Background: an optimization exercise with open tools, aiming at small area and a short achievable clock period. Do not read the settings as production practice. Only simulation tests tie the RTL to the original design; equivalence was not proved. Power figures rest on the tool's default switching activity, not on a simulated workload.

<file path="design/flow/run.sh">
#!/bin/bash
# synth_recipe.tcl (not shown) runs the flow's synth.tcl, then flattens the netlist and writes it again
# the make line also repeats each setting of config.mk as NAME=value (left out here)
make -C /OpenROAD-flow-scripts/flow DESIGN_CONFIG=/design/flow/config.mk WORK_HOME=/design/flow/orfs CLKGATE_MAP_FILE= SYNTH_SCRIPT=/design/flow/synth_recipe.tcl finish
</file>
<file path="design/flow/config.mk">
export PLATFORM = sky130hd
export DESIGN_NAME = mips
export DESIGN_NICKNAME = mips
export VERILOG_FILES = /design/flow/design.v
export SDC_FILE = /design/flow/constraint.sdc
export NUM_CORES = 4
export LEC_CHECK = 0
export CAP_MARGIN = 20
export CORE_MARGIN = 2
export CORE_UTILIZATION = 40
export SLEW_MARGIN = 20
</file>
<file path="design/flow/constraint.sdc">
create_clock -name core_clock -period 27.0 [get_ports {clk}]
set_input_delay 5.4000 -clock core_clock [delete_from_list [all_inputs] [get_ports {clk}]]
set_output_delay 5.4000 -clock core_clock [all_outputs]
set_load 0.01 [all_outputs]
</file>
<file path="design/flow/design.v">
`timescale 1ns / 1ps
`default_nettype none
module mips #(
    parameter Dbits = 32,
    parameter Nreg  = 32
)(
    input  wire        clk,
    input  wire        reset,
    input  wire        enable,
    output wire [31:0] pc,
    input  wire [31:0] instr,
    output wire        mem_wr,
    output wire [31:0] mem_addr,
    output wire [31:0] mem_writedata,
    input  wire [31:0] mem_readdata,
    output wire        werf
    );
    wire [5:0]  op  = instr[31:26];
    wire [5:0]  fn  = instr[5:0];
    wire [4:0]  rs  = instr[25:21];
    wire [4:0]  rt  = instr[20:16];
    wire [4:0]  rd  = instr[15:11];
    wire [4:0]  sh  = instr[10:6];
    wire [15:0] imm = instr[15:0];
    wire rtype  = (op == 6'b000000);
    wire r_add  = rtype & (fn[5:1] == 5'b10000);      
    wire r_sub  = rtype & (fn == 6'b100010);
    wire r_and  = rtype & (fn == 6'b100100);
    wire r_or   = rtype & (fn == 6'b100101);
    wire r_xor  = rtype & (fn == 6'b100110);
    wire r_nor  = rtype & (fn == 6'b100111);
    wire r_slt  = rtype & (fn == 6'b101010);
    wire r_sltu = rtype & (fn == 6'b101011);
    wire r_sll  = rtype & (fn == 6'b000000);
    wire r_srl  = rtype & (fn == 6'b000010);
    wire r_sra  = rtype & (fn == 6'b000011);
    wire r_sllv = rtype & (fn == 6'b000100);
    wire r_jr   = rtype & (fn == 6'b001000);
    wire i_addi  = (op[5:1] == 5'b00100);             
    wire i_slti  = (op == 6'b001010);
    wire i_sltiu = (op == 6'b001011);
    wire i_andi  = (op == 6'b001100);
    wire i_ori   = (op == 6'b001101);
    wire i_xori  = (op == 6'b001110);
    wire i_lui   = (op == 6'b001111);
    wire i_lw    = (op == 6'b100011);
    wire i_sw    = (op == 6'b101011);
    wire i_beq   = (op == 6'b000100);
    wire i_bne   = (op == 6'b000101);
    wire i_j     = (op == 6'b000010);
    wire i_jal   = (op == 6'b000011);
    wire r_alu   = r_add | r_sub | r_and | r_or | r_xor | r_nor | r_slt | r_sltu |
                   r_sll | r_srl | r_sra | r_sllv;
    wire i_alu   = i_addi | i_slti | i_sltiu | i_andi | i_ori | i_xori | i_lui;
    wire wr_en   = r_alu | i_alu | i_lw | i_jal;
    assign werf   = wr_en & enable;
    assign mem_wr = i_sw & enable;
    wire use_imm = ~rtype & ~i_beq & ~i_bne;          
    wire sub     = r_sub | r_slt | r_sltu | i_slti | i_sltiu | i_beq | i_bne;
    wire [31:0] simm = {{16{imm[15]}}, imm};
    wire [31:0] zimm = {16'b0, imm};
    wire [4:0] wa = i_jal ? 5'd31 : (rtype ? rd : rt);
    wire [31:0] wd;
    reg  [31:0] rf [1:31];
    wire [31:0] rdA, rdB;
    genvar k;
    generate
        for (k = 1; k < 32; k = k + 1) begin : g_rf
            always @(posedge clk)
                if (werf && wa == k) rf[k] <= wd;
        end
    endgenerate
    wire [31:0] selA, selB;
    wire [31:0] termA [0:31];
    wire [31:0] termB [0:31];
    assign termA[0] = 32'b0;
    assign termB[0] = 32'b0;
    generate
        for (k = 1; k < 32; k = k + 1) begin : g_rd
            assign selA[k] = (rs == k);
            assign selB[k] = (rt == k);
            assign termA[k] = termA[k-1] | ({32{selA[k]}} & rf[k]);
            assign termB[k] = termB[k-1] | ({32{selB[k]}} & rf[k]);
        end
    endgenerate
    assign selA[0] = 1'b0;
    assign selB[0] = 1'b0;
    assign rdA = termA[31];
    assign rdB = termB[31];
    assign mem_writedata = rdB;
    wire [31:0] bop = use_imm ? simm : rdB;
    wire [31:0] badd = bop ^ {32{sub}};
    wire [32:0] sum = {1'b0, rdA} + {1'b0, badd} + {32'b0, sub};
    wire [31:0] s = sum[31:0];
    wire cout = sum[32];
    wire ovf  = (rdA[31] == badd[31]) & (s[31] != rdA[31]);
    wire lt_s = s[31] ^ ovf;
    wire lt_u = ~cout;
    wire eq   = (s == 32'b0);
    assign mem_addr = s;
    wire [31:0] lb = rtype ? rdB : zimm;
    wire [31:0] l_and = rdA & lb;
    wire [31:0] l_or  = rdA | lb;
    wire [31:0] l_xor = rdA ^ lb;
    wire [4:0] samt = r_sllv ? rdA[4:0] : sh;
    wire shl  = r_sll | r_sllv;
    wire fill = r_sra & rdB[31];
    wire [31:0] x0;
    genvar j;
    generate
        for (j = 0; j < 32; j = j + 1) begin : g_rev
            assign x0[j] = shl ? rdB[31-j] : rdB[j];
        end
    endgenerate
    wire [31:0] x1 = samt[0] ? {fill,        x0[31:1]}  : x0;
    wire [31:0] x2 = samt[1] ? {{2{fill}},   x1[31:2]}  : x1;
    wire [31:0] x3 = samt[2] ? {{4{fill}},   x2[31:4]}  : x2;
    wire [31:0] x4 = samt[3] ? {{8{fill}},   x3[31:8]}  : x3;
    wire [31:0] x5 = samt[4] ? {{16{fill}},  x4[31:16]} : x4;
    wire [31:0] shr_res = x5;
    wire [31:0] shl_res;
    generate
        for (j = 0; j < 32; j = j + 1) begin : g_rev2
            assign shl_res[j] = x5[31-j];
        end
    endgenerate
    wire [31:0] pc4 = pc + 32'd4;
    wire is_lt   = r_slt | i_slti;
    wire is_ltu  = r_sltu | i_sltiu;
    wire is_add  = r_add | r_sub | i_addi;
    assign wd = ({32{is_add}}          & s)
              | ({32{r_and | i_andi}}  & l_and)
              | ({32{r_or  | i_ori}}   & l_or)
              | ({32{r_xor | i_xori}}  & l_xor)
              | ({32{r_nor}}           & ~l_or)
              | ({32{shl}}             & shl_res)
              | ({32{r_srl | r_sra}}   & shr_res)
              | ({32{i_lui}}           & {imm, 16'b0})
              | ({32{i_jal}}           & pc4)
              | ({32{i_lw}}            & mem_readdata)
              | {31'b0, (is_lt & lt_s) | (is_ltu & lt_u)};
    wire take = (i_beq & eq) | (i_bne & ~eq);
    wire [31:0] bt = pc4 + {simm[29:0], 2'b00};
    wire [31:0] npc = r_jr        ? rdA :
                      (i_j | i_jal) ? {pc[31:28], instr[25:0], 2'b00} :
                      take        ? bt : pc4;
    reg [31:0] pc_q;
    always @(posedge clk)
        if (reset)       pc_q <= 32'h00400000;
        else if (enable) pc_q <= npc;
    assign pc = pc_q;
endmodule
</file>
==> impl_summary.log, run 1 <==
[metrics] total number of H-tree levels: 3
[metrics] number of nets in the synthesized netlist: 4,725
[metrics] Critical Path End Type: output pin
[metrics] most instantiated library cell after synthesis: sky130_fd_sc_hd__edfxtp_1
[metrics] cts bufs inserted: 109
[metrics] cell accounting for the most synthesized area: sky130_fd_sc_hd__edfxtp_1
[metrics] Relative slew margins: 15.7%
[metrics] data arrival time of the critical path: 13.73 ns
[metrics] wire length per cell after detailed routing: 44.1 um
[metrics] number of max-cap violations: 0
[metrics] post-route minimum period: 19.13 ns
[metrics] highest fanout seen on the critical path: 18
[metrics] Tightest Pin Transition: 1.25 ns
[metrics] Finished Cell Area: 61,900 um^2
[metrics] worst hold path type: register to register
[metrics] total routing usage reported by global routing: 40.6%
[metrics] gr ovfl total: 0
[metrics] clock tree from TritonCTS: done
[metrics] most instantiated cells after synthesis: sky130_fd_sc_hd__edfxtp_1 (992), sky130_fd_sc_hd__a22oi_1 (614), sky130_fd_sc_hd__nand2_1 (351)
[metrics] DPL Wire Length: 173,000 um
[metrics] Final Net Count: 4,856
[metrics] number of fill cells in the layout: 12,066
[metrics] post-CTS setup-driven buffer insertion count: 0
[metrics] ratio of cells with drive above 1 in the final layout: 11.3%
[metrics] core footprint: 133,000 um^2
[metrics] sequential-to-total area share from yosys stat: 56.9%
[metrics] first-pass detailed-route iteration total: 12
[metrics] Final ANT Viol Nets: 0
[metrics] worst r2r src: rf[15][10]
[metrics] sum of negative setup slack: 0 ns
[metrics] number of primary I/O pins: 165
[metrics] maximum count of clock buffers along a single path: 3
[metrics] first-pass GRT wire length: 381,000 um
[metrics] die boundary height: 370 um
[metrics] yosys synthesis warning count: 2
[metrics] Worst Path Class, Setup: primary input to output pin
[metrics] cts-stage hold buffer count: 0
[metrics] starting DRC count in detailed routing: 12,127
[metrics] final estimated routing congestion in global placement: 1.00
[metrics] post-synthesis instance total: 4,531
[metrics] category of the worst setup path launch point: primary input
[metrics] final worst clock skew: 0.0662 ns
[metrics] cell area after technology mapping: 53,500 um^2
[metrics] WP data required: 21.60 ns
[metrics] final hold violation count: 0
[metrics] register-to-register setup slack: 18.59 ns
[metrics] Finished Core Util: 46.5%
[metrics] PortBufs: 164
[metrics] final-report max-slew violation count: 0
[metrics] Reg clk slew, reported paths: 0.06 ns
[metrics] total design power: 0.00401 W
[metrics] initial antenna violation count: 7
[metrics] outcome: complete, no violations
[metrics] predominant post-synthesis flop cell: sky130_fd_sc_hd__edfxtp_1
[metrics] cts repair resizes: 0
[metrics] endpoint of the worst register-to-register path: pc_q[5]
[metrics] static power due to leakage: 21.3 nW
[metrics] maximum VDD drop: 0.0576 mV
[metrics] Final Setup Violations: 0
[metrics] number of flops mapped to enable cells by yosys: 992
[metrics] area of placed instances: 58,300 um^2
[metrics] total number of vias: 49,784
[metrics] Row Count: 134
[metrics] area of the die: 137,000 um^2
[metrics] final critical-path share of the clock period: 70.9%
[metrics] number of synthesized register bits: 1,024
[metrics] starting density of the core: 40.2%
[metrics] detailed-route wire length: 287,000 um
[metrics] Die X-Extent: 370 um
[metrics] setup ws final: 7.87 ns
[metrics] minimum setup slack after placement: 8.29 ns
[metrics] synthesized area per cell: 11.8 um^2
[metrics] relative area change from synthesis to final layout: 15.8%
[metrics] RSZ-0062 raised after global routing: false
[metrics] worst setup path start: instr[16]
[metrics] post-synth cell types: 94
[metrics] via density per instance: 7.63
[metrics] Post-synth ARST share: 0%
[metrics] power per standard cell area: 64.7 nW/um^2
[metrics] number of cells on the worst reg-to-reg path: 22
[metrics] CTS root buffer: sky130_fd_sc_hd__clkbuf_16
[metrics] via count of the first global-routing pass: 45,914
[metrics] last element of the critical path: mem_addr[31]
[metrics] residual DRC count: 0
[metrics] Max Clk Rate: 0.0523 GHz
[metrics] leading cell types by total area after synthesis: sky130_fd_sc_hd__edfxtp_1 (56%), sky130_fd_sc_hd__a22oi_1 (8.6%), sky130_fd_sc_hd__ha_1 (2.9%)
[metrics] pin count of the biggest net entering global routing: 67
[metrics] source-to-sink clock delay at the later pin of the worst-skew pair: 0.78 ns
[metrics] share of the synthesized area in the top cell type: 55.7%
[metrics] clk sinks: 1,024
==> final cells by class <==
class / count / area [um^2] / share of cell area (%)
Sequential cell: 1024 / 30400 / 49.1
Multi-Input combinational cell: 3058 / 22100 / 35.7
Timing Repair Buffer: 362 / 3130 / 5.06
Clock buffer: 133 / 2820 / 4.55
Tap cell: 1768 / 2210 / 3.57
Clock inverter: 65 / 778 / 1.26
Inverter: 107 / 402 / 0.649
Antenna cell: 8 / 20.0 / 0.0323
==> power breakdown <==
group	leakage, nW	switching, W	internal, W
Sequential	9.43	0.00000739	0.00175
Combinational	10.1	0.000478	0.000233
Clock	1.74	0.000665	0.000877
Total	21.3	0.00115	0.00286
==> cell families (layout without fill, tap and decap cells) <==
logic type	Yosys count	after routing	share of synthesized area [%]
fa+ha+maj	127	127	3.00
simple gates	1201	1201	11.2
flops	1024	1024	56.9
mux	128	128	2.49
compound gates	1496	1496	21.4
buf+inv	449	667	3.25
other cells	0	8	0
xor+xnor	106	106	1.74
==> routing by layer <==
layer,wire length (um),up-vias,track usage [%]
met5,68,-,0
met4,28000,6,28.8
met3,49000,1664,17.6
met2,117000,5652,59.0
met1,92800,23749,48.1
li1,-,18713,-
==> worst min path at each step <==
stage,startpoint,endpoint,slack [ns],cells past startpoint
3_5_place_dp,pc_q[0],pc_q[0],0.51,2
2_1_floorplan,pc_q[0],pc_q[0],0.49,2
4_1_cts,pc_q[0],pc_q[0],0.52,2
5_1_grt,pc_q[0],pc_q[0],0.55,2
3_3_place_gp,pc_q[0],pc_q[0],0.51,2
6_report,pc_q[0],pc_q[0],0.53,2
==> through the flow <==
step | hold slack, ns | cells
after floorplan | 0.488 | 4531
after global placement | 0.510 | 6318
after detailed placement | 0.511 | 6319
after CTS | 0.520 | 6517
after global routing | 0.545 | 6517
final | 0.527 | 6525
==> flip-flops by register name, summed over array words and instances (netlist names) <==
signal	count
pc_q	32
rf	992
==> layout by cell type (no fill, tap or decap), drive strengths merged, types with 25 or more instances in the layout <==
| cell | n |
|---|---|
| or3 | 40 |
| o21ai | 102 |
| ha | 125 |
| buf | 199 |
| dfxtp | 32 |
| mux2i | 101 |
| nand3 | 170 |
| a221oi | 142 |
| o211ai | 55 |
| a221o | 29 |
| and2 | 27 |
| edfxtp | 992 |
| a31oi | 32 |
| nor3 | 56 |
| and3 | 66 |
| nand4 | 116 |
| xor2 | 40 |
| clkbuf | 133 |
| nor2b | 27 |
| mux2 | 26 |
| a211oi | 26 |
| a21oi | 114 |
| a22oi | 614 |
| nand2 | 351 |
| a222oi | 88 |
| clkdlybuf4s50 | 163 |
| xnor2 | 66 |
| a21o | 25 |
| a22o | 126 |
| nor2 | 207 |
| inv | 111 |
| clkinv | 43 |
| nand2b | 30 |
==> worst max-delay path, cell delays in order <==
cell	delay, ns
sky130_fd_sc_hd__clkdlybuf4s50_1	0.83
sky130_fd_sc_hd__nand2_1	0.63
sky130_fd_sc_hd__nor2_4	0.79
sky130_fd_sc_hd__buf_4	0.58
sky130_fd_sc_hd__a22oi_1	0.19
sky130_fd_sc_hd__nand4_1	0.15
sky130_fd_sc_hd__or4_1	0.81
sky130_fd_sc_hd__mux2_2	0.32
sky130_fd_sc_hd__xor2_1	0.07
sky130_fd_sc_hd__ha_1	0.43
sky130_fd_sc_hd__and3_1	0.24
sky130_fd_sc_hd__and3_1	0.22
sky130_fd_sc_hd__nand3_1	0.23
sky130_fd_sc_hd__or3b_2	0.54
sky130_fd_sc_hd__o211ai_1	0.56
sky130_fd_sc_hd__a31oi_1	0.27
sky130_fd_sc_hd__o21ai_1	0.19
sky130_fd_sc_hd__a31oi_1	0.17
sky130_fd_sc_hd__or3_1	0.38
sky130_fd_sc_hd__nand2_1	0.14
sky130_fd_sc_hd__clkdlybuf4s50_1	0.55
==> run 2: changes to the inputs <==
--- a/design/flow/design.v
+++ b/design/flow/design.v
@@ -100,7 +100,18 @@
     assign mem_addr = s;
     wire [31:0] lb = rtype ? rdB : zimm;
-    wire [31:0] l_and = rdA & lb;
-    wire [31:0] l_or  = rdA | lb;
-    wire [31:0] l_xor = rdA ^ lb;
+    wire op_and = r_and | i_andi;
+    wire op_or  = r_or  | i_ori;
+    wire op_xor = r_xor | i_xori;
+    wire [3:0] tt = {op_and | op_or,             
+                     op_or | op_xor,             
+                     op_or | op_xor,             
+                     r_nor};                     
+    wire [31:0] l_res;
+    genvar m;
+    generate
+        for (m = 0; m < 32; m = m + 1) begin : g_log
+            assign l_res[m] = tt[{rdA[m], lb[m]}];
+        end
+    endgenerate
     wire [4:0] samt = r_sllv ? rdA[4:0] : sh;
     wire shl  = r_sll | r_sllv;
@@ -130,8 +141,5 @@
     wire is_add  = r_add | r_sub | i_addi;
     assign wd = ({32{is_add}}          & s)
-              | ({32{r_and | i_andi}}  & l_and)
-              | ({32{r_or  | i_ori}}   & l_or)
-              | ({32{r_xor | i_xori}}  & l_xor)
-              | ({32{r_nor}}           & ~l_or)
+              | l_res
               | ({32{shl}}             & shl_res)
               | ({32{r_srl | r_sra}}   & shr_res)
==> design/flow/flow/run.sh (new file) <==
#!/bin/bash
# Standard synthesis and layout, with faster port buffers and a setup margin
# that makes the resizer work on the critical paths.
set -euo pipefail
export BUFFER_PORTS_ARGS="-buffer_cell sky130_fd_sc_hd__buf_4"
MARGIN=$(cat flow/margin.txt)
bash standard.sh SETUP_SLACK_MARGIN=$MARGIN finish > flow_make.log 2>&1
==> design/flow/flow/margin.txt (new file) <==
12.5
==> design/flow/standard.sh (new file) <==
#!/bin/bash
# synth_recipe.tcl (not shown) runs the flow's synth.tcl, then flattens the netlist and writes it again
# the make line also repeats each setting of config.mk as NAME=value (left out here)
make -C /OpenROAD-flow-scripts/flow DESIGN_CONFIG=/design/flow/config.mk WORK_HOME=/design/flow/orfs CLKGATE_MAP_FILE= SYNTH_SCRIPT=/design/flow/synth_recipe.tcl "${@:-finish}"
--- a/design/flow/config.mk
+++ b/design/flow/config.mk
@@ -6,6 +6,10 @@
 export NUM_CORES = 4
 export LEC_CHECK = 0
+export ABC_AREA = 1
 export CAP_MARGIN = 20
 export CORE_MARGIN = 2
-export CORE_UTILIZATION = 40
+export CORE_UTILIZATION = 70
+export CTS_CLUSTER_DIAMETER = 80
+export CTS_CLUSTER_SIZE = 24
+export PLACE_DENSITY = 0.78
 export SLEW_MARGIN = 20
removed: design/flow/run.sh
==> run 2 against run 1 <==
Effect of this change: the flow now stops in 5_1_grt; synthesized cell count up 34%; area after synthesis up 3.1%.
==> impl_summary.log, run 2 <==
[metrics] total number of H-tree levels: 2 (was 3)
[metrics] clk sinks: 1,024 (unchanged)
[metrics] final estimated routing congestion in global placement: 1.23 (was 1.00)
[metrics] yosys synthesis warning count: 2 (unchanged)
[metrics] DPL Wire Length: 187,000 um (was 173,000 um)
[metrics] post-synthesis instance total: 6,081 (was 4,531)
[metrics] cts-stage hold buffer count: 0 (unchanged)
[metrics] pin count of the biggest net entering global routing: 63
[metrics] Post-synth ARST share: 0% (unchanged)
[metrics] synthesized area per cell: 9.07 um^2 (was 11.8 um^2)
[metrics] CTS root buffer: sky130_fd_sc_hd__clkbuf_16 (unchanged)
[metrics] number of flops mapped to enable cells by yosys: 992 (unchanged)
[metrics] Halt Reason: [ERROR GRT-0116] Global routing finished with congestion. Check the congestion regions in the DRC Viewer.
[metrics] number of synthesized register bits: 1,024 (unchanged)
[metrics] number of primary I/O pins: 165 (unchanged)
[metrics] most instantiated cells after synthesis: sky130_fd_sc_hd__nand2_1 (1,421), sky130_fd_sc_hd__edfxtp_1 (992), sky130_fd_sc_hd__inv_1 (835) (was sky130_fd_sc_hd__edfxtp_1 (992), sky130_fd_sc_hd__a22oi_1 (614), sky130_fd_sc_hd__nand2_1 (351))
[metrics] stage reached: 5_1_grt
[metrics] maximum count of clock buffers along a single path: 3 (unchanged)
[metrics] Row Count: 102 (was 134)
[metrics] share of the synthesized area in the top cell type: 54.0% (was 55.7%)
[metrics] most instantiated library cell after synthesis: sky130_fd_sc_hd__nand2_1 (was sky130_fd_sc_hd__edfxtp_1)
[metrics] total routing usage reported by global routing: 90.4%
[metrics] gr ovfl total: 666
[metrics] predominant post-synthesis flop cell: sky130_fd_sc_hd__edfxtp_1 (unchanged)
[metrics] PortBufs: 164 (unchanged)
[metrics] Die X-Extent: 285 um (was 370 um)
[metrics] number of nets in the synthesized netlist: 6,211 (was 4,725)
[metrics] leading cell types by total area after synthesis: sky130_fd_sc_hd__edfxtp_1 (54%), sky130_fd_sc_hd__nand2_1 (9.7%), sky130_fd_sc_hd__inv_1 (5.7%) (was sky130_fd_sc_hd__edfxtp_1 (56%), sky130_fd_sc_hd__a22oi_1 (8.6%), sky130_fd_sc_hd__ha_1 (2.9%))
[metrics] area of placed instances: 58,700 um^2 (was 58,300 um^2)
[metrics] die boundary height: 285 um (was 370 um)
[metrics] cts bufs inserted: 51 (was 109)
[metrics] via count of the first global-routing pass: 65,843
[metrics] first-pass GRT wire length: 526,000 um
[metrics] post-synth cell types: 60 (was 94)
[metrics] outcome: aborted with a tool error (was complete, no violations)
[metrics] cell area after technology mapping: 55,200 um^2 (was 53,500 um^2)
[metrics] cell accounting for the most synthesized area: sky130_fd_sc_hd__edfxtp_1 (unchanged)
[metrics] starting density of the core: 71.0% (was 40.2%)
[metrics] sequential-to-total area share from yosys stat: 55.2% (was 56.9%)
run 2: cell types whose count changed after synthesis, moves of 56 or more:
cell                       delta
sky130_fd_sc_hd__o22ai_1    +293
sky130_fd_sc_hd__a22o_1      -97
sky130_fd_sc_hd__clkbuf_1    -85
sky130_fd_sc_hd__nand3_1     +95
sky130_fd_sc_hd__mux2i_1     -93
sky130_fd_sc_hd__nand2_1   +1070
sky130_fd_sc_hd__and3_1      -56
sky130_fd_sc_hd__a22oi_1    -566
sky130_fd_sc_hd__nor2_1     +221
sky130_fd_sc_hd__inv_1      +728
sky130_fd_sc_hd__a21oi_1     +70
sky130_fd_sc_hd__ha_1        -64
sky130_fd_sc_hd__o21ai_0    +303
sky130_fd_sc_hd__a222oi_1    -88
run 2: layer usage:
layer	overflow	track usage, %
met1	58	90.6
met3	85	85.9
met5	25	64.3
met4	250	89.3
met2	248	96.8
run 2: stage by stage:
step / setup WS (ns) / std cells / total power (W) / util, %
after floorplan: 12.68 / 6081 / 0.00213 / -
after global placement: 10.57 / 7255 / 0.00242 / 75.5
after detailed placement: 10.39 / 7257 / 0.00242 / 75.5
after CTS: 12.47 / 7541 / 0.00338 / 83.1
run 2: kinds of logic after synthesis:
| logic type | after synthesis | synth area share [%] |
|---|---|---|
| DFF | 1024 | 55.2 |
| muxes | 8 | 0.145 |
| and+or+nand+nor | 2412 | 18.3 |
| AOI/OAI and AO/OA | 1348 | 15.5 |
| adders and majority gates | 63 | 1.46 |
| xor gates and xnor gates | 97 | 1.54 |
| buffers and inverters | 1129 | 7.82 |
run 2: worst max path at each step:
stage | slack, ns | from | depth (start not counted) | endpoint
2_1_floorplan | 12.68 | instr[20] | 23 | mem_addr[30]
3_3_place_gp | 10.57 | instr[20] | 25 | mem_addr[30]
3_5_place_dp | 10.39 | instr[20] | 23 | mem_addr[30]
4_1_cts | 12.47 | instr[18] | 28 | mem_addr[30]
run 2: power groups by stage:
stage	Clock (W)	Sequential [W]	Combinational (W)
2_1_floorplan	0	0.00181	0.000324
3_3_place_gp	0	0.00181	0.000609
3_5_place_dp	0	0.00181	0.000617
4_1_cts	0.000863	0.00177	0.000744
run 2: repair_timing:
action | 4_1_cts
pin swaps | 86
endpoints found under the setup margin | 33
buffers inserted | 215
gates resized for setup | 595
cloned | 7
==> run 3: changes to the inputs <==
--- a/design/flow/design.v
+++ b/design/flow/design.v
@@ -72,20 +72,20 @@
     endgenerate
     wire [31:0] selA, selB;
-    wire [31:0] termA [0:31];
-    wire [31:0] termB [0:31];
-    assign termA[0] = 32'b0;
-    assign termB[0] = 32'b0;
-    generate
-        for (k = 1; k < 32; k = k + 1) begin : g_rd
-            assign selA[k] = (rs == k);
-            assign selB[k] = (rt == k);
-            assign termA[k] = termA[k-1] | ({32{selA[k]}} & rf[k]);
-            assign termB[k] = termB[k-1] | ({32{selB[k]}} & rf[k]);
-        end
-    endgenerate
-    assign selA[0] = 1'b0;
-    assign selB[0] = 1'b0;
-    assign rdA = termA[31];
-    assign rdB = termB[31];
+    genvar b;
+    generate
+        for (k = 0; k < 32; k = k + 1) begin : g_sel
+            assign selA[k] = (k != 0) && (rs == k);
+            assign selB[k] = (k != 0) && (rt == k);
+        end
+        for (b = 0; b < 32; b = b + 1) begin : g_col
+            wire [31:0] col;
+            assign col[0] = 1'b0;
+            for (k = 1; k < 32; k = k + 1) begin : g_c
+                assign col[k] = rf[k][b];
+            end
+            rd_bit RA (.sel(selA[31:1]), .d(col[31:1]), .q(rdA[b]));
+            rd_bit RB (.sel(selB[31:1]), .d(col[31:1]), .q(rdB[b]));
+        end
+    endgenerate
     assign mem_writedata = rdB;
     wire [31:0] bop = use_imm ? simm : rdB;
@@ -98,5 +98,5 @@
     wire lt_u = ~cout;
     wire eq   = (s == 32'b0);
-    assign mem_addr = s;
+    ks_add32 AG (.a(rdA), .b(simm), .s(mem_addr));
     wire [31:0] lb = rtype ? rdB : zimm;
     wire op_and = r_and | i_andi;
@@ -139,6 +139,7 @@
     wire is_lt   = r_slt | i_slti;
     wire is_ltu  = r_sltu | i_sltiu;
-    wire is_add  = r_add | r_sub | i_addi;
+    wire is_add  = r_add | r_sub;
     assign wd = ({32{is_add}}          & s)
+              | ({32{i_addi}}          & mem_addr)
               | l_res
               | ({32{shl}}             & shl_res)
@@ -159,2 +160,102 @@
     assign pc = pc_q;
 endmodule
+module rd_bit (
+    input  wire [30:0] sel,
+    input  wire [30:0] d,
+    output wire        q
+    );
+    wire [10:0] n;                                   
+    genvar j;
+    generate
+        for (j = 0; j < 10; j = j + 1) begin : g3
+            g_aoi222 u (.a1(sel[3*j]), .a2(d[3*j]), .b1(sel[3*j+1]), .b2(d[3*j+1]),
+                        .c1(sel[3*j+2]), .c2(d[3*j+2]), .y(n[j]));
+        end
+    endgenerate
+    g_nand2 u10 (.a(sel[30]), .b(d[30]), .y(n[10]));
+    wire [2:0] p;                                    
+    g_nand4 v0 (.a(n[0]), .b(n[1]), .c(n[2]), .d(n[3]), .y(p[0]));
+    g_nand4 v1 (.a(n[4]), .b(n[5]), .c(n[6]), .d(n[7]), .y(p[1]));
+    g_nand3 v2 (.a(n[8]), .b(n[9]), .c(n[10]), .y(p[2]));
+    g_or3   w  (.a(p[0]), .b(p[1]), .c(p[2]), .y(q));
+endmodule
+module g_aoi222 (input wire a1, a2, b1, b2, c1, c2, output wire y);
+    assign y = ~((a1 & a2) | (b1 & b2) | (c1 & c2));
+endmodule
+module g_nand4 (input wire a, b, c, d, output wire y);
+    assign y = ~(a & b & c & d);
+endmodule
+module g_nand3 (input wire a, b, c, output wire y);
+    assign y = ~(a & b & c);
+endmodule
+module g_or3 (input wire a, b, c, output wire y);
+    assign y = a | b | c;
+endmodule
+module ks_add32 (
+    input  wire [31:0] a,
+    input  wire [31:0] b,
+    output wire [31:0] s
+    );
+    wire [31:0] g0, p0, g2, p2, g4, p4;               
+    wire [31:0] g1, p1, g3, p3, g5;                   
+    genvar i;
+    generate
+        for (i = 0; i < 32; i = i + 1) begin : l0
+            g_nand2 ug (.a(a[i]), .b(b[i]), .y(g0[i]));
+            g_xnor2 up (.a(a[i]), .b(b[i]), .y(p0[i]));
+        end
+        for (i = 0; i < 32; i = i + 1) begin : l1
+            if (i >= 1) begin : c
+                g_o21ai ug (.a1(p0[i]), .a2(g0[i-1]), .b1(g0[i]), .y(g1[i]));
+                g_nor2  up (.a(p0[i]), .b(p0[i-1]), .y(p1[i]));
+            end else begin : t
+                g_inv ug (.a(g0[i]), .y(g1[i]));
+                g_inv up (.a(p0[i]), .y(p1[i]));
+            end
+        end
+        for (i = 0; i < 32; i = i + 1) begin : l2
+            if (i >= 2) begin : c
+                g_a21oi ug (.a1(p1[i]), .a2(g1[i-2]), .b1(g1[i]), .y(g2[i]));
+                g_nand2 up (.a(p1[i]), .b(p1[i-2]), .y(p2[i]));
+            end else begin : t
+                g_inv ug (.a(g1[i]), .y(g2[i]));
+                g_inv up (.a(p1[i]), .y(p2[i]));
+            end
+        end
+        for (i = 0; i < 32; i = i + 1) begin : l3
+            if (i >= 4) begin : c
+                g_o21ai ug (.a1(p2[i]), .a2(g2[i-4]), .b1(g2[i]), .y(g3[i]));
+                g_nor2  up (.a(p2[i]), .b(p2[i-4]), .y(p3[i]));
+            end else begin : t
+                g_inv ug (.a(g2[i]), .y(g3[i]));
+                g_inv up (.a(p2[i]), .y(p3[i]));
+            end
+        end
+        for (i = 0; i < 32; i = i + 1) begin : l4
+            if (i >= 8) begin : c
+                g_a21oi ug (.a1(p3[i]), .a2(g3[i-8]), .b1(g3[i]), .y(g4[i]));
+                g_nand2 up (.a(p3[i]), .b(p3[i-8]), .y(p4[i]));
+            end else begin : t
+                g_inv ug (.a(g3[i]), .y(g4[i]));
+                g_inv up (.a(p3[i]), .y(p4[i]));
+            end
+        end
+        for (i = 0; i < 31; i = i + 1) begin : l5
+            if (i >= 16) begin : c
+                g_o21ai ug (.a1(p4[i]), .a2(g4[i-16]), .b1(g4[i]), .y(g5[i]));
+            end else begin : t
+                g_inv ug (.a(g4[i]), .y(g5[i]));
+            end
+        end
+        g_inv us0 (.a(p0[0]), .y(s[0]));
+        for (i = 1; i < 32; i = i + 1) begin : sm
+            g_xnor2 ux (.a(p0[i]), .b(g5[i-1]), .y(s[i]));
+        end
+    endgenerate
+endmodule
+module g_xnor2 (input wire a, b, output wire y);  assign y = ~(a ^ b);        endmodule
+module g_nand2 (input wire a, b, output wire y);  assign y = ~(a & b);        endmodule
+module g_nor2  (input wire a, b, output wire y);  assign y = ~(a | b);        endmodule
+module g_inv   (input wire a, output wire y);     assign y = ~a;              endmodule
+module g_a21oi (input wire a1, a2, b1, output wire y); assign y = ~((a1 & a2) | b1); endmodule
+module g_o21ai (input wire a1, a2, b1, output wire y); assign y = ~((a1 | a2) & b1); endmodule
==> design/flow/flow/margin.txt (replaced) <==
12.8
--- a/design/flow/config.mk
+++ b/design/flow/config.mk
@@ -6,10 +6,9 @@
 export NUM_CORES = 4
 export LEC_CHECK = 0
-export ABC_AREA = 1
 export CAP_MARGIN = 20
 export CORE_MARGIN = 2
-export CORE_UTILIZATION = 70
+export CORE_UTILIZATION = 50
 export CTS_CLUSTER_DIAMETER = 80
 export CTS_CLUSTER_SIZE = 24
-export PLACE_DENSITY = 0.78
 export SLEW_MARGIN = 20
+export SYNTH_HIERARCHICAL = 1
==> run 3 against run 2 <==
Effect of this change: the run now finishes clean; area after synthesis fell by 5.3%; synthesized cell count fell by 31%.
==> impl_summary.log, run 3 <==
[metrics] outcome: complete, no violations (was aborted with a tool error)
[metrics] category of the worst setup path launch point: primary input
[metrics] post-route minimum period: 14.71 ns
[metrics] Row Count: 118 (was 102)
[metrics] starting density of the core: 50.4% (was 71.0%)
[metrics] final worst clock skew: 0.0420 ns
[metrics] cell-by-cell listing of the critical path: buf_12 -> or3_4 -> nor2_4 -> buf_8 -> a222oi_1 -> nand4_1 -> or3_4 -> xnor2_4 -> o21ai_4 -> a21oi_2 -> o21ai_2 -> a21oi_2 -> buf_4 -> o21ai_4 -> xnor2_2 -> buf_4
[metrics] min-delay src: pc_q[29]
[metrics] fraction of synthesized cell area in xor and xnor cells: 2.94% (was 1.54%)
[metrics] register-to-register setup slack: 18.46 ns
[metrics] share of the synthesized area in the top cell type: 57.1% (was 54.0%)
[metrics] number of flip-flops in the largest register: 992
[metrics] maximum VDD drop: 0.0544 mV
[metrics] total number of vias: 46,686
[metrics] dpl cells: 5,772 (was 7,257)
[metrics] worst hold path type: register to register
[metrics] Reg clk slew, reported paths: 0.08 ns
[metrics] cell accounting for the most synthesized area: sky130_fd_sc_hd__edfxtp_1 (unchanged)
[metrics] total design power: 0.00371 W
[metrics] share of synthesized cell area in full adder, half adder and majority cells: 1.73% (was 1.46%)
[metrics] wire length per cell after detailed routing: 40.8 um
[metrics] via density per instance: 7.74
[metrics] pin count of the biggest net entering global routing: 84
[metrics] cell area after technology mapping: 52,200 um^2 (was 55,200 um^2)
[metrics] leading cell type in the layout, fill and taps excluded: sky130_fd_sc_hd__edfxtp_1
[metrics] power per standard cell area: 59.5 nW/um^2
[metrics] leading cell types by total area after synthesis: sky130_fd_sc_hd__edfxtp_1 (57%), sky130_fd_sc_hd__a222oi_1 (13%), sky130_fd_sc_hd__mux2i_1 (3.0%) (was sky130_fd_sc_hd__edfxtp_1 (54%), sky130_fd_sc_hd__nand2_1 (9.7%), sky130_fd_sc_hd__inv_1 (5.7%))
[metrics] Worst Path Class, Setup: primary input to output pin
[metrics] main combinational cell family by area after synthesis: compound AO/OA/AOI/OAI gates (was simple AND/OR/NAND/NOR gates)
[metrics] Critical Path End Type: output pin
[metrics] Final Net Count: 4,773
[metrics] total number of H-tree levels: 2 (unchanged)
[metrics] yosys synthesis warning count: 8 (was 2)
[metrics] starting DRC count in detailed routing: 10,275
[metrics] buffer and inverter count on the worst path: 4
[metrics] cts bufs inserted: 52 (was 51)
[metrics] first-pass GRT wire length: 330,000 um
[metrics] total routing usage reported by global routing: 43.8%
[metrics] static power due to leakage: 21.2 nW
[metrics] area of the die: 107,000 um^2
[metrics] Max Clk Rate: 0.0680 GHz
[metrics] source-to-sink clock delay at the later pin of the worst-skew pair: 0.72 ns
[metrics] final cell count without fillers: 6,034
[metrics] DPL Wire Length: 149,000 um (was 187,000 um)
[metrics] Final ANT Viol Nets: 0
[metrics] highest fanout seen on the critical path: 32
[metrics] number of flops mapped to enable cells by yosys: 992 (unchanged)
[metrics] Top Registers: rf x992, pc_q x32
[metrics] ratio of cells with drive above 1 in the final layout: 22.9%
[metrics] initial antenna violation count: 11
[metrics] leading cell types in the layout, fill and taps excluded: sky130_fd_sc_hd__edfxtp_1 (992), sky130_fd_sc_hd__a222oi_1 (671), sky130_fd_sc_hd__buf_4 (434)
[metrics] portion of netlist area occupied by mux cells: 3.93% (was 0.145%)
[metrics] Die X-Extent: 327 um (was 285 um)
[metrics] clock tree from TritonCTS: done
[metrics] number of cells on the worst reg-to-reg path: 22
[metrics] category of cells accounting for the largest share of critical-path delay: simple AND/OR/NAND/NOR gates
[metrics] Biggest register: rf
[metrics] residual DRC count: 0
[metrics] predominant post-synthesis flop cell: sky130_fd_sc_hd__edfxtp_1 (unchanged)
[metrics] worst r2r src: rf[13][0]
[metrics] detailed-route wire length: 246,000 um
[metrics] Post-synth ARST share: 0% (unchanged)
[metrics] WP data required: 21.60 ns
[metrics] largest incremental delay on the critical path: 0.72 ns
[metrics] gr ovfl total: 0
[metrics] RSZ-0062 raised after global routing: true
[metrics] number of nets in the synthesized netlist: 4,332 (was 6,211)
[metrics] endpoint of the worst register-to-register path: pc_q[19]
[metrics] Final Setup Violations: 0
[metrics] number of fill cells in the layout: 8,224
[metrics] synthesized-area fraction occupied by ao, oa, aoi and oai cells: 20.9% (was 15.5%)
[metrics] synthesized area per cell: 12.4 um^2 (was 9.07 um^2)
[metrics] maximum count of clock buffers along a single path: 3 (unchanged)
[metrics] cell type of the slowest stage on the worst timing path: sky130_fd_sc_hd__nand4_1
[metrics] final hold violation count: 0
[metrics] number of primary I/O pins: 165 (unchanged)
[metrics] via count of the first global-routing pass: 42,884
[metrics] final critical-path share of the clock period: 54.5%
[metrics] data arrival time of the critical path: 9.31 ns
[metrics] post-synthesis instance total: 4,194 (was 6,081)
[metrics] sequential-to-total area share from yosys stat: 58.3% (was 55.2%)
[metrics] area share of and/or/nand/nor cells after synthesis: 10.8% (was 18.3%)
[metrics] final estimated routing congestion in global placement: 1.08 (was 1.23)
[metrics] number of max-cap violations: 0
[metrics] final-report max-slew violation count: 0
[metrics] first-pass detailed-route iteration total: 13
[metrics] core footprint: 103,000 um^2
[metrics] Relative slew margins: 18.1%
[metrics] post-synth cell types: 81 (was 60)
[metrics] sum of negative setup slack: 0 ns
[metrics] most instantiated cells after synthesis: sky130_fd_sc_hd__edfxtp_1 (992), sky130_fd_sc_hd__a222oi_1 (671), sky130_fd_sc_hd__nand2_1 (384) (was sky130_fd_sc_hd__nand2_1 (1,421), sky130_fd_sc_hd__edfxtp_1 (992), sky130_fd_sc_hd__inv_1 (835))
[metrics] PortBufs: 164 (unchanged)
[metrics] CTS root buffer: sky130_fd_sc_hd__clkbuf_16 (unchanged)
[metrics] clk sinks: 1,024 (unchanged)
[metrics] relative area change from synthesis to final layout: 19.5%
[metrics] hold worst-path end: pc_q[29]
[metrics] number of synthesized register bits: 1,024 (unchanged)
[metrics] die boundary height: 327 um (was 285 um)
[metrics] Tightest Pin Transition: 1.23 ns
[metrics] hold path cells: 2
[metrics] most instantiated library cell after synthesis: sky130_fd_sc_hd__edfxtp_1 (was sky130_fd_sc_hd__nand2_1)
-- run 3: cell count changes after synthesis, moves of 61 or more --
cell	change
sky130_fd_sc_hd__nand3_1	-131
sky130_fd_sc_hd__xnor2_1	+90
sky130_fd_sc_hd__o22ai_1	-297
sky130_fd_sc_hd__a221oi_1	-120
sky130_fd_sc_hd__a222oi_1	+671
sky130_fd_sc_hd__mux2i_1	+148
sky130_fd_sc_hd__nand2_1	-1037
sky130_fd_sc_hd__o21ai_0	-260
sky130_fd_sc_hd__inv_1	-777
sky130_fd_sc_hd__or3_1	+77
sky130_fd_sc_hd__clkbuf_1	-61
sky130_fd_sc_hd__nor2_1	-120
-- run 3: worst max-delay path by stage --
stage / end / startpoint / slack [ns] / cells past startpoint
after floorplan: mem_addr[25] / instr[25] / 12.79 / 12
after global placement: mem_addr[23] / instr[24] / 11.32 / 15
after detailed placement: mem_addr[23] / instr[24] / 11.41 / 15
after CTS: mem_addr[30] / instr[21] / 12.75 / 16
after global routing: mem_addr[30] / instr[22] / 12.30 / 17
final: mem_addr[30] / instr[22] / 12.29 / 16
-- run 3: logic make-up after synthesis --
kind of cell | Yosys count
simple gates | 1204
xor+xnor | 175
fa+ha+maj | 71
buf+inv | 193
flops | 1024
mux | 197
compound gates | 1330
-- run 3: modules after synthesis, one instance, submodules excluded, a selection --
| module | times used | cell area [um^2] | flip-flops and latches | cells |
|---|---|---|---|---|
| g_inv | 32 | 3.75 | 0 | 1 |
| g_a21oi | 52 | 8.76 | 0 | 1 |
| g_aoi222 | 640 | 10.0 | 0 | 1 |
| g_o21ai | 72 | 5.00 | 0 | 1 |
| g_nand3 | 64 | 5.00 | 0 | 1 |
| g_xnor2 | 63 | 8.76 | 0 | 1 |
-- run 3: timing repair --
| action | 4_1_cts | 5_1_grt |
|---|---|---|
| cloned | 11 | 12 |
| pin swaps | 160 | 110 |
| setup buffers | 89 | 77 |
| resized for setup | 334 | 126 |
| hold buffers | 0 | 0 |
| endpoints found under the setup margin | 32 | 36 |
-- run 3: power by group --
group,switching [W],leakage (nW),internal [W]
Sequential,0.00000648,9.33,0.00179
Combinational,0.000672,11.1,0.000348
Clock,0.000528,0.746,0.000369
-- run 3: final cells by class --
| type | count | area [um^2] | area share (%) |
|---|---|---|---|
| Clock inverter | 11 | 179 | 0.287 |
| Sequential cell | 1024 | 30400 | 48.8 |
| Inverter | 58 | 220 | 0.353 |
| Tap cell | 1380 | 1730 | 2.77 |
| Multi-Input combinational cell | 2980 | 23700 | 37.9 |
| Antenna cell | 5 | 12.5 | 0.0201 |
| Clock buffer | 57 | 1350 | 2.17 |
| Timing Repair Buffer | 519 | 4800 | 7.69 |
-- run 3: per-stage QoR --
stage / setup slack, ns / util [%] / cell area [um^2] / hold slack [ns]
2_1_floorplan: 12.79 / - / 52300 / 0.542
6_report: 12.29 / 60.3 / 62400 / 0.545
4_1_cts: 12.75 / 58.9 / 60900 / 0.540
5_1_grt: 12.30 / 60.3 / 62400 / 0.566
3_5_place_dp: 11.41 / 54.9 / 56800 / 0.517
3_3_place_gp: 11.32 / 54.9 / 56800 / 0.503
-- run 3: routing by layer --
| metal | share of wire, % | up-vias | GRT usage [%] |
|---|---|---|---|
| li1 | - | 18897 | - |
| met1 | 32 | 22749 | 52.2 |
| met2 | 44 | 4086 | 66.5 |
| met3 | 14 | 936 | 13.4 |
| met4 | 9.5 | 18 | 34.0 |
| met5 | 0.054 | - | 0 |
-- run 3: worst reg2reg max path, stage by stage (launching register included) --
cell                        delay, ns
sky130_fd_sc_hd__edfxtp_1        0.40
sky130_fd_sc_hd__a222oi_1        0.40
sky130_fd_sc_hd__nand4_1         0.51
sky130_fd_sc_hd__or3_1           0.79
sky130_fd_sc_hd__nand3b_1        0.38
sky130_fd_sc_hd__and2_4          0.22
sky130_fd_sc_hd__o21ai_0         0.10
sky130_fd_sc_hd__fa_1            0.44
sky130_fd_sc_hd__nor2b_1         0.21
sky130_fd_sc_hd__o211ai_1        0.16
sky130_fd_sc_hd__a31oi_1         0.43
sky130_fd_sc_hd__o21ai_0         0.28
sky130_fd_sc_hd__xor2_1          0.35
sky130_fd_sc_hd__and4_1          0.33
sky130_fd_sc_hd__o2111ai_1       0.14
sky130_fd_sc_hd__a2111oi_2       0.49
sky130_fd_sc_hd__nand4b_1        0.14
sky130_fd_sc_hd__or4b_1          0.60
sky130_fd_sc_hd__o41ai_1         0.48
sky130_fd_sc_hd__a21o_1          0.18
sky130_fd_sc_hd__buf_4           0.49
sky130_fd_sc_hd__mux2i_1         0.70
sky130_fd_sc_hd__a21oi_1         0.14
==> run 4: changes to the inputs <==
--- a/design/flow/design.v
+++ b/design/flow/design.v
@@ -72,10 +72,11 @@
     endgenerate
     wire [31:0] selA, selB;
+    wire [31:0] rdAn;                                
     genvar b;
     generate
-        for (k = 0; k < 32; k = k + 1) begin : g_sel
-            assign selA[k] = (k != 0) && (rs == k);
-            assign selB[k] = (k != 0) && (rt == k);
-        end
+    endgenerate
+    dec5 DA (.a(rs), .sel(selA));
+    dec5 DB (.a(rt), .sel(selB));
+    generate
         for (b = 0; b < 32; b = b + 1) begin : g_col
             wire [31:0] col;
@@ -84,6 +85,6 @@
                 assign col[k] = rf[k][b];
             end
-            rd_bit RA (.sel(selA[31:1]), .d(col[31:1]), .q(rdA[b]));
-            rd_bit RB (.sel(selB[31:1]), .d(col[31:1]), .q(rdB[b]));
+            rd_bit RA (.sel(selA[31:1]), .d(col[31:1]), .q(rdA[b]), .qn(rdAn[b]));
+            rd_bit RB (.sel(selB[31:1]), .d(col[31:1]), .q(rdB[b]), .qn());
         end
     endgenerate
@@ -98,5 +99,5 @@
     wire lt_u = ~cout;
     wire eq   = (s == 32'b0);
-    ks_add32 AG (.a(rdA), .b(simm), .s(mem_addr));
+    ks_add32 AG (.an(rdAn), .b(simm), .s(mem_addr));
     wire [31:0] lb = rtype ? rdB : zimm;
     wire op_and = r_and | i_andi;
@@ -111,5 +112,5 @@
     generate
         for (m = 0; m < 32; m = m + 1) begin : g_log
-            assign l_res[m] = tt[{rdA[m], lb[m]}];
+            g_mux4 u (.s1(rdA[m]), .s0(lb[m]), .d(tt), .y(l_res[m]));
         end
     endgenerate
@@ -117,18 +118,9 @@
     wire shl  = r_sll | r_sllv;
     wire fill = r_sra & rdB[31];
-    wire [31:0] x0;
+    wire fill_n = ~fill;
+    wire [31:0] x5;
+    shift_r32 SH (.d(rdB), .rev(shl), .amt(samt), .fill(fill), .fill_n(fill_n), .q(x5));
+    wire [31:0] shl_res;
     genvar j;
-    generate
-        for (j = 0; j < 32; j = j + 1) begin : g_rev
-            assign x0[j] = shl ? rdB[31-j] : rdB[j];
-        end
-    endgenerate
-    wire [31:0] x1 = samt[0] ? {fill,        x0[31:1]}  : x0;
-    wire [31:0] x2 = samt[1] ? {{2{fill}},   x1[31:2]}  : x1;
-    wire [31:0] x3 = samt[2] ? {{4{fill}},   x2[31:4]}  : x2;
-    wire [31:0] x4 = samt[3] ? {{8{fill}},   x3[31:8]}  : x3;
-    wire [31:0] x5 = samt[4] ? {{16{fill}},  x4[31:16]} : x4;
-    wire [31:0] shr_res = x5;
-    wire [31:0] shl_res;
     generate
         for (j = 0; j < 32; j = j + 1) begin : g_rev2
@@ -136,4 +128,5 @@
         end
     endgenerate
+    wire [31:0] shr_res = x5;
     wire [31:0] pc4 = pc + 32'd4;
     wire is_lt   = r_slt | i_slti;
@@ -160,8 +153,55 @@
     assign pc = pc_q;
 endmodule
+module shift_r32 (
+    input  wire [31:0] d,
+    input  wire        rev,
+    input  wire [4:0]  amt,
+    input  wire        fill,
+    input  wire        fill_n,
+    output wire [31:0] q
+    );
+    wire [31:0] x0n, x1, x2n, x3, x4n;
+    genvar j;
+    generate
+        for (j = 0; j < 32; j = j + 1) begin : g
+            g_mux2i u0 (.s(rev), .a1(d[31-j]), .a0(d[j]), .y(x0n[j]));
+            g_mux2i u1 (.s(amt[0]), .a1(j + 1  < 32 ? x0n[(j + 1)  % 32] : fill_n), .a0(x0n[j]), .y(x1[j]));
+            g_mux2i u2 (.s(amt[1]), .a1(j + 2  < 32 ? x1[(j + 2)  % 32]  : fill),   .a0(x1[j]),  .y(x2n[j]));
+            g_mux2i u3 (.s(amt[2]), .a1(j + 4  < 32 ? x2n[(j + 4) % 32]  : fill_n), .a0(x2n[j]), .y(x3[j]));
+            g_mux2i u4 (.s(amt[3]), .a1(j + 8  < 32 ? x3[(j + 8)  % 32]  : fill),   .a0(x3[j]),  .y(x4n[j]));
+            g_mux2i u5 (.s(amt[4]), .a1(j + 16 < 32 ? x4n[(j + 16) % 32] : fill_n), .a0(x4n[j]), .y(q[j]));
+        end
+    endgenerate
+endmodule
+module dec5 (
+    input  wire [4:0]  a,
+    output wire [31:0] sel
+    );
+    wire [4:0] an;
+    wire [3:0] lo;                                   
+    wire [7:0] hi;                                   
+    genvar k;
+    generate
+        for (k = 0; k < 5; k = k + 1) begin : g_inv
+            g_inv u (.a(a[k]), .y(an[k]));
+        end
+        for (k = 0; k < 4; k = k + 1) begin : g_lo
+            g_nor2 u (.a(k & 1 ? an[0] : a[0]), .b(k & 2 ? an[1] : a[1]), .y(lo[k]));
+        end
+        for (k = 0; k < 8; k = k + 1) begin : g_hi
+            g_nor3 u (.a(k & 1 ? an[2] : a[2]), .b(k & 2 ? an[3] : a[3]),
+                      .c(k & 4 ? an[4] : a[4]), .y(hi[k]));
+        end
+        assign sel[0] = 1'b0;
+        for (k = 1; k < 32; k = k + 1) begin : g_sel
+            g_and2 u (.a(lo[k & 3]), .b(hi[k >> 2]), .y(sel[k]));
+        end
+    endgenerate
+endmodule
 module rd_bit (
     input  wire [30:0] sel,
     input  wire [30:0] d,
-    output wire        q
+    output wire        q,
+    output wire        qn                            
     );
     wire [10:0] n;                                   
@@ -179,4 +219,5 @@
     g_nand3 v2 (.a(n[8]), .b(n[9]), .c(n[10]), .y(p[2]));
     g_or3   w  (.a(p[0]), .b(p[1]), .c(p[2]), .y(q));
+    g_nor3  wn (.a(p[0]), .b(p[1]), .c(p[2]), .y(qn));
 endmodule
 module g_aoi222 (input wire a1, a2, b1, b2, c1, c2, output wire y);
@@ -193,8 +234,9 @@
 endmodule
 module ks_add32 (
-    input  wire [31:0] a,
+    input  wire [31:0] an,
     input  wire [31:0] b,
     output wire [31:0] s
     );
+    wire [31:0] bn;
     wire [31:0] g0, p0, g2, p2, g4, p4;               
     wire [31:0] g1, p1, g3, p3, g5;                   
@@ -202,11 +244,12 @@
     generate
         for (i = 0; i < 32; i = i + 1) begin : l0
-            g_nand2 ug (.a(a[i]), .b(b[i]), .y(g0[i]));
-            g_xnor2 up (.a(a[i]), .b(b[i]), .y(p0[i]));
+            g_inv   ub (.a(b[i]), .y(bn[i]));
+            g_nor2  ug (.a(an[i]), .b(bn[i]), .y(g0[i]));
+            g_xnor2 up (.a(an[i]), .b(b[i]), .y(p0[i]));
         end
         for (i = 0; i < 32; i = i + 1) begin : l1
             if (i >= 1) begin : c
-                g_o21ai ug (.a1(p0[i]), .a2(g0[i-1]), .b1(g0[i]), .y(g1[i]));
-                g_nor2  up (.a(p0[i]), .b(p0[i-1]), .y(p1[i]));
+                g_a21oi ug (.a1(p0[i]), .a2(g0[i-1]), .b1(g0[i]), .y(g1[i]));
+                g_nand2 up (.a(p0[i]), .b(p0[i-1]), .y(p1[i]));
             end else begin : t
                 g_inv ug (.a(g0[i]), .y(g1[i]));
@@ -216,6 +259,6 @@
         for (i = 0; i < 32; i = i + 1) begin : l2
             if (i >= 2) begin : c
-                g_a21oi ug (.a1(p1[i]), .a2(g1[i-2]), .b1(g1[i]), .y(g2[i]));
-                g_nand2 up (.a(p1[i]), .b(p1[i-2]), .y(p2[i]));
+                g_o21ai ug (.a1(p1[i]), .a2(g1[i-2]), .b1(g1[i]), .y(g2[i]));
+                g_nor2  up (.a(p1[i]), .b(p1[i-2]), .y(p2[i]));
             end else begin : t
                 g_inv ug (.a(g1[i]), .y(g2[i]));
@@ -225,6 +268,6 @@
         for (i = 0; i < 32; i = i + 1) begin : l3
             if (i >= 4) begin : c
-                g_o21ai ug (.a1(p2[i]), .a2(g2[i-4]), .b1(g2[i]), .y(g3[i]));
-                g_nor2  up (.a(p2[i]), .b(p2[i-4]), .y(p3[i]));
+                g_a21oi ug (.a1(p2[i]), .a2(g2[i-4]), .b1(g2[i]), .y(g3[i]));
+                g_nand2 up (.a(p2[i]), .b(p2[i-4]), .y(p3[i]));
             end else begin : t
                 g_inv ug (.a(g2[i]), .y(g3[i]));
@@ -234,6 +277,6 @@
         for (i = 0; i < 32; i = i + 1) begin : l4
             if (i >= 8) begin : c
-                g_a21oi ug (.a1(p3[i]), .a2(g3[i-8]), .b1(g3[i]), .y(g4[i]));
-                g_nand2 up (.a(p3[i]), .b(p3[i-8]), .y(p4[i]));
+                g_o21ai ug (.a1(p3[i]), .a2(g3[i-8]), .b1(g3[i]), .y(g4[i]));
+                g_nor2  up (.a(p3[i]), .b(p3[i-8]), .y(p4[i]));
             end else begin : t
                 g_inv ug (.a(g3[i]), .y(g4[i]));
@@ -243,10 +286,10 @@
         for (i = 0; i < 31; i = i + 1) begin : l5
             if (i >= 16) begin : c
-                g_o21ai ug (.a1(p4[i]), .a2(g4[i-16]), .b1(g4[i]), .y(g5[i]));
+                g_a21oi ug (.a1(p4[i]), .a2(g4[i-16]), .b1(g4[i]), .y(g5[i]));
             end else begin : t
                 g_inv ug (.a(g4[i]), .y(g5[i]));
             end
         end
-        g_inv us0 (.a(p0[0]), .y(s[0]));
+        g_buf us0 (.a(p0[0]), .y(s[0]));
         for (i = 1; i < 32; i = i + 1) begin : sm
             g_xnor2 ux (.a(p0[i]), .b(g5[i-1]), .y(s[i]));
@@ -255,6 +298,11 @@
 endmodule
 module g_xnor2 (input wire a, b, output wire y);  assign y = ~(a ^ b);        endmodule
+module g_and2  (input wire a, b, output wire y);  assign y = a & b;           endmodule
+module g_nor3  (input wire a, b, c, output wire y); assign y = ~(a | b | c);  endmodule
 module g_nand2 (input wire a, b, output wire y);  assign y = ~(a & b);        endmodule
 module g_nor2  (input wire a, b, output wire y);  assign y = ~(a | b);        endmodule
+module g_mux4  (input wire s1, s0, input wire [3:0] d, output wire y); assign y = d[{s1, s0}]; endmodule
+module g_mux2i (input wire s, a1, a0, output wire y); assign y = ~(s ? a1 : a0); endmodule
+module g_buf   (input wire a, output wire y);     assign y = a;               endmodule
 module g_inv   (input wire a, output wire y);     assign y = ~a;              endmodule
 module g_a21oi (input wire a1, a2, b1, output wire y); assign y = ~((a1 & a2) | b1); endmodule
==> design/flow/flow/run.sh (replaced) <==
#!/bin/bash
# Standard synthesis and layout, with faster port buffers, a lighter load
# assumed when mapping gates, and a setup margin that makes the resizer work
# on the critical paths.
set -euo pipefail
export BUFFER_PORTS_ARGS="-buffer_cell sky130_fd_sc_hd__buf_4"
MARGIN=$(cat flow/margin.txt)
bash standard.sh ABC_LOAD_IN_FF=1 SETUP_SLACK_MARGIN=$MARGIN finish > flow_make.log 2>&1
==> design/flow/flow/margin.txt (replaced) <==
12.6
==> run 4 against run 3 <==
Effect of this change: highest routed layer unchanged; die area down 1.2%; sequential power decreased by 3%; sequential share of layout area is 1.6 points higher; maximum frequency rose by 1.3%; largest cell class unchanged; register-to-register slack gained 0.67 ns; routed wire length is 0.88% lower; sequential cell count unchanged; cell count fell by 5.1%.
==> impl_summary.log, run 4 <==
[metrics] Final Setup Violations: 0 (unchanged)
[metrics] area of placed instances: 55,900 um^2 (was 56,800 um^2)
[metrics] first-pass GRT wire length: 329,000 um (was 330,000 um)
[metrics] detailed-route wire length: 244,000 um (was 246,000 um)
[metrics] sum of negative setup slack: 0 ns (unchanged)
[metrics] die boundary height: 325 um (was 327 um)
[metrics] cell-by-cell listing of the critical path: buf_4 -> clkinvlp_4 -> nor3_4 -> buf_4 -> and2_4 -> a222oi_1 -> nand4_1 -> nor3_4 -> buf_12 -> xnor2_4 -> nand2_2 -> nor2_2 -> nand2_1 -> nor2_1 -> a21oi_2 -> xnor2_2 -> buf_4 (was buf_12 -> or3_4 -> nor2_4 -> buf_8 -> a222oi_1 -> nand4_1 -> or3_4 -> xnor2_4 -> o21ai_4 -> a21oi_2 -> o21ai_2 -> a21oi_2 -> buf_4 -> o21ai_4 -> xnor2_2 -> buf_4)
[metrics] DPL Wire Length: 156,000 um (was 149,000 um)
[metrics] Reg clk slew, reported paths: 0.08 ns (about the same)
[metrics] cell type of the slowest stage on the worst timing path: sky130_fd_sc_hd__and2_4 (was sky130_fd_sc_hd__nand4_1)
[metrics] min-delay src: pc_q[17] (was pc_q[29])
[metrics] yosys synthesis warning count: 8 (unchanged)
[metrics] number of max-cap violations: 0 (unchanged)
[metrics] worst hold path type: register to register (unchanged)
[metrics] core footprint: 102,000 um^2 (was 103,000 um^2)
[metrics] proportion of power drawn by combinational gates: 26.1% (was 27.5%)
[metrics] Clk network pwr share: 24.8% (was 24.1%)
[metrics] via count of the first global-routing pass: 41,128 (was 42,884)
[metrics] Final Net Count: 4,471 (was 4,773)
[metrics] Worst Path Class, Setup: primary input to output pin (unchanged)
[metrics] data arrival time of the critical path: 9.12 ns (was 9.31 ns)
[metrics] cts bufs inserted: 52 (unchanged)
[metrics] total routing usage reported by global routing: 44.4% (was 43.8%)
[metrics] number of flip-flops in the largest register: 992 (unchanged)
[metrics] PortBufs: 164 (unchanged)
[metrics] via density per instance: 7.86 (was 7.74)
[metrics] Biggest register: rf (unchanged)
[metrics] highest fanout seen on the critical path: 16 (was 32)
[metrics] Max Clk Rate: 0.0689 GHz (was 0.0680 GHz)
[metrics] Relative slew margins: 13.2% (was 18.1%)
[metrics] gr ovfl total: 0 (unchanged)
[metrics] starting density of the core: 50.6% (was 50.4%)
[metrics] total area of sequential cells: 30,400 um^2 (unchanged)
[metrics] cell internal power dissipation: 0.00241 W (was 0.00251 W)
[metrics] Critical Path End Type: output pin (unchanged)
[metrics] total design power: 0.00357 W (was 0.00371 W)
[metrics] fraction of power consumed by sequential logic: 49.1% (was 48.4%)
[metrics] worst setup path start: instr[25] (was instr[22])
[metrics] static power due to leakage: 20.7 nW (was 21.2 nW)
[metrics] pin count of the biggest net entering global routing: 65 (was 84)
[metrics] Row Count: 117 (was 118)
[metrics] residual DRC count: 0 (unchanged)
[metrics] number of primary I/O pins: 165 (unchanged)
[metrics] category of the worst setup path launch point: primary input (unchanged)
[metrics] final worst clock skew: 0.0695 ns (was 0.0420 ns)
[metrics] Final ANT Viol Nets: 0 (unchanged)
[metrics] RSZ-0062 raised after global routing: true (unchanged)
[metrics] number of fill cells in the layout: 8,198 (was 8,224)
[metrics] ratio of cells with drive above 1 in the final layout: 20.2% (was 22.9%)
[metrics] post-synthesis instance total: 3,924 (was 4,194)
[metrics] Finished Cell Area: 60,400 um^2 (was 62,400 um^2)
[metrics] area occupied by multi-input gates: 22,700 um^2 (was 23,700 um^2)
[metrics] switch share: 32.4% (was 32.5%)
[metrics] clk sinks: 1,024 (unchanged)
[metrics] synthesized area per cell: 13.1 um^2 (was 12.4 um^2)
[metrics] maximum VDD drop: 0.0656 mV (was 0.0544 mV)
[metrics] relative area change from synthesis to final layout: 17.1% (was 19.5%)
[metrics] Top Registers: rf x992, pc_q x32 (unchanged)
[metrics] final-report max-slew violation count: 0 (unchanged)
[metrics] final hold violation count: 0 (unchanged)
[metrics] WP data required: 21.60 ns (about the same)
[metrics] number of nets in the synthesized netlist: 4,062 (was 4,332)
[metrics] starting DRC count in detailed routing: 10,770 (was 10,275)
[metrics] CP most frequent cell: sky130_fd_sc_hd__buf_4
[metrics] leading cell types in the layout, fill and taps excluded: sky130_fd_sc_hd__edfxtp_1 (992), sky130_fd_sc_hd__a222oi_1 (640), sky130_fd_sc_hd__buf_4 (377) (was sky130_fd_sc_hd__edfxtp_1 (992), sky130_fd_sc_hd__a222oi_1 (671), sky130_fd_sc_hd__buf_4 (434))
[metrics] post-route minimum period: 14.52 ns (was 14.71 ns)
[metrics] leading cell type in the layout, fill and taps excluded: sky130_fd_sc_hd__edfxtp_1 (unchanged)
[metrics] total number of vias: 45,031 (was 46,686)
[metrics] power per standard cell area: 59.1 nW/um^2 (was 59.5 nW/um^2)
[metrics] Die X-Extent: 325 um (was 327 um)
[metrics] Tightest Pin Transition: 1.29 ns (was 1.23 ns)
[metrics] clock tree from TritonCTS: done (unchanged)
[metrics] source-to-sink clock delay at the later pin of the worst-skew pair: 0.72 ns (about the same)
[metrics] cell area after technology mapping: 51,600 um^2 (was 52,200 um^2)
[metrics] total number of H-tree levels: 2 (unchanged)
[metrics] worst r2r src: rf[10][0] (was rf[13][0])
[metrics] wire length per cell after detailed routing: 42.7 um (was 40.8 um)
[metrics] hold path cells: 2 (unchanged)
[metrics] CTS root buffer: sky130_fd_sc_hd__clkbuf_16 (unchanged)
[metrics] final critical-path share of the clock period: 53.8% (was 54.5%)
[metrics] maximum count of clock buffers along a single path: 3 (unchanged)
[metrics] initial antenna violation count: 11 (unchanged)
[metrics] first-pass detailed-route iteration total: 13 (unchanged)
[metrics] largest incremental delay on the critical path: 0.43 ns (was 0.72 ns)
[metrics] area of the die: 106,000 um^2 (was 107,000 um^2)
[metrics] number of cells on the worst reg-to-reg path: 21 (was 22)
[metrics] final estimated routing congestion in global placement: 1.02 (was 1.08)
[metrics] net switching power figure: 0.00115 W (was 0.00121 W)
[metrics] outcome: complete, no violations (unchanged)
-- run 4: layer usage --
layer	up-vias	wire length, um	track usage, %
met1	21948	79800	54.7
met5	-	148	0.543
li1	17958	-	-
met4	8	22100	31.5
met3	928	38500	15.2
met2	4189	104000	65.4
-- run 4: layout make-up --
cell class / instances / share of cell area [%]
clock buffers: 54 / 2.20
inverters: 101 / 0.646
well taps: 1368 / 2.83
multi-input cells: 2735 / 37.6
flip-flops and latches: 1024 / 50.4
diodes: 13 / 0.0539
repair buffers: 419 / 5.91
clock inverters: 12 / 0.317
-- run 4: repair_timing --
action                                  in CTS  in global routing
pin swaps                                   81                 83
hold buffers                                 0                  0
cloned                                       7                  3
setup buffers                               55                 38
gates resized for setup                    213                202
endpoints found under the setup margin      31                 30
-- run 4: worst max-delay path: cells and delay by family --
kind                   cells  cell delay, ns
AND/OR/NAND/NOR            8            1.64
buffers and inverters      5            1.03
XOR/XNOR                   2            0.70
AO/OA/AOI/OAI              2            0.29
-- run 4: path summary, 6_finish.rpt --
| kind | to | slack [ns] |
|---|---|---|
| hold / removal | pc_q[17] | 0.53 |
| hold reg to reg | pc_q[17] | 0.53 |
| setup reg to reg | pc_q[22] | 19.13 |
| setup / recovery | mem_addr[30] | 12.48 |
-- run 4: power groups by stage --
stage,Clock [W],Combinational (W),Sequential (W)
after floorplan,0,0.000387,0.00179
after global placement,0,0.000773,0.00179
after detailed placement,0,0.000770,0.00179
after CTS,0.000884,0.000831,0.00175
after global routing,0.000936,0.000945,0.00175
final,0.000885,0.000929,0.00175
-- run 4: metrics by stage --
step                hold slack [ns]  utilization [%]  instances  worst slack, ns
detailed placement            0.522             54.8       5544            11.50
global route                  0.568             59.2       5713            12.51
floorplan                     0.535                -       3924            13.37
CTS                           0.532             57.8       5672            12.54
finish                        0.534             59.2       5726            12.48
global placement              0.520             54.8       5544            11.48

afterwards: timing with drivers on the ports:
The results above use ideal ports. As a check the final layouts listed here were re-extracted and re-timed, cells and wires unchanged. Step 1 (the two cells are an assumption about what drives the block):
set clk [get_ports {clk}]
set_driving_cell -lib_cell sky130_fd_sc_hd__clkbuf_16 $clk
set_driving_cell -lib_cell sky130_fd_sc_hd__buf_2 [delete_from_list [all_inputs] $clk]
Step 2 also shifts input and output timing later by t, the mid clock arrival at the registers, as if the neighbouring blocks saw the same clock. Three values: ideal ports, drivers, drivers and shift; two values: the first two.
| run | t, ns | slack for setup (ns) | worst register clock-pin slew, ns |
|---|---|---|---|
| run 1 | 0.824 | 7.865 / 7.844 / 7.844 | 0.07 / 0.07 |
| run 3 | 0.775 | 12.290 / 12.157 / 12.157 | 0.10 / 0.10 |
| run 4 | 0.762 | 12.483 / 12.456 / 12.456 | 0.10 / 0.10 |
After both steps setup and hold are still met in every run listed. The setup slack of run 3, which loses most, moves by -0.133 ns with the drivers and by -0.133 ns with both steps.
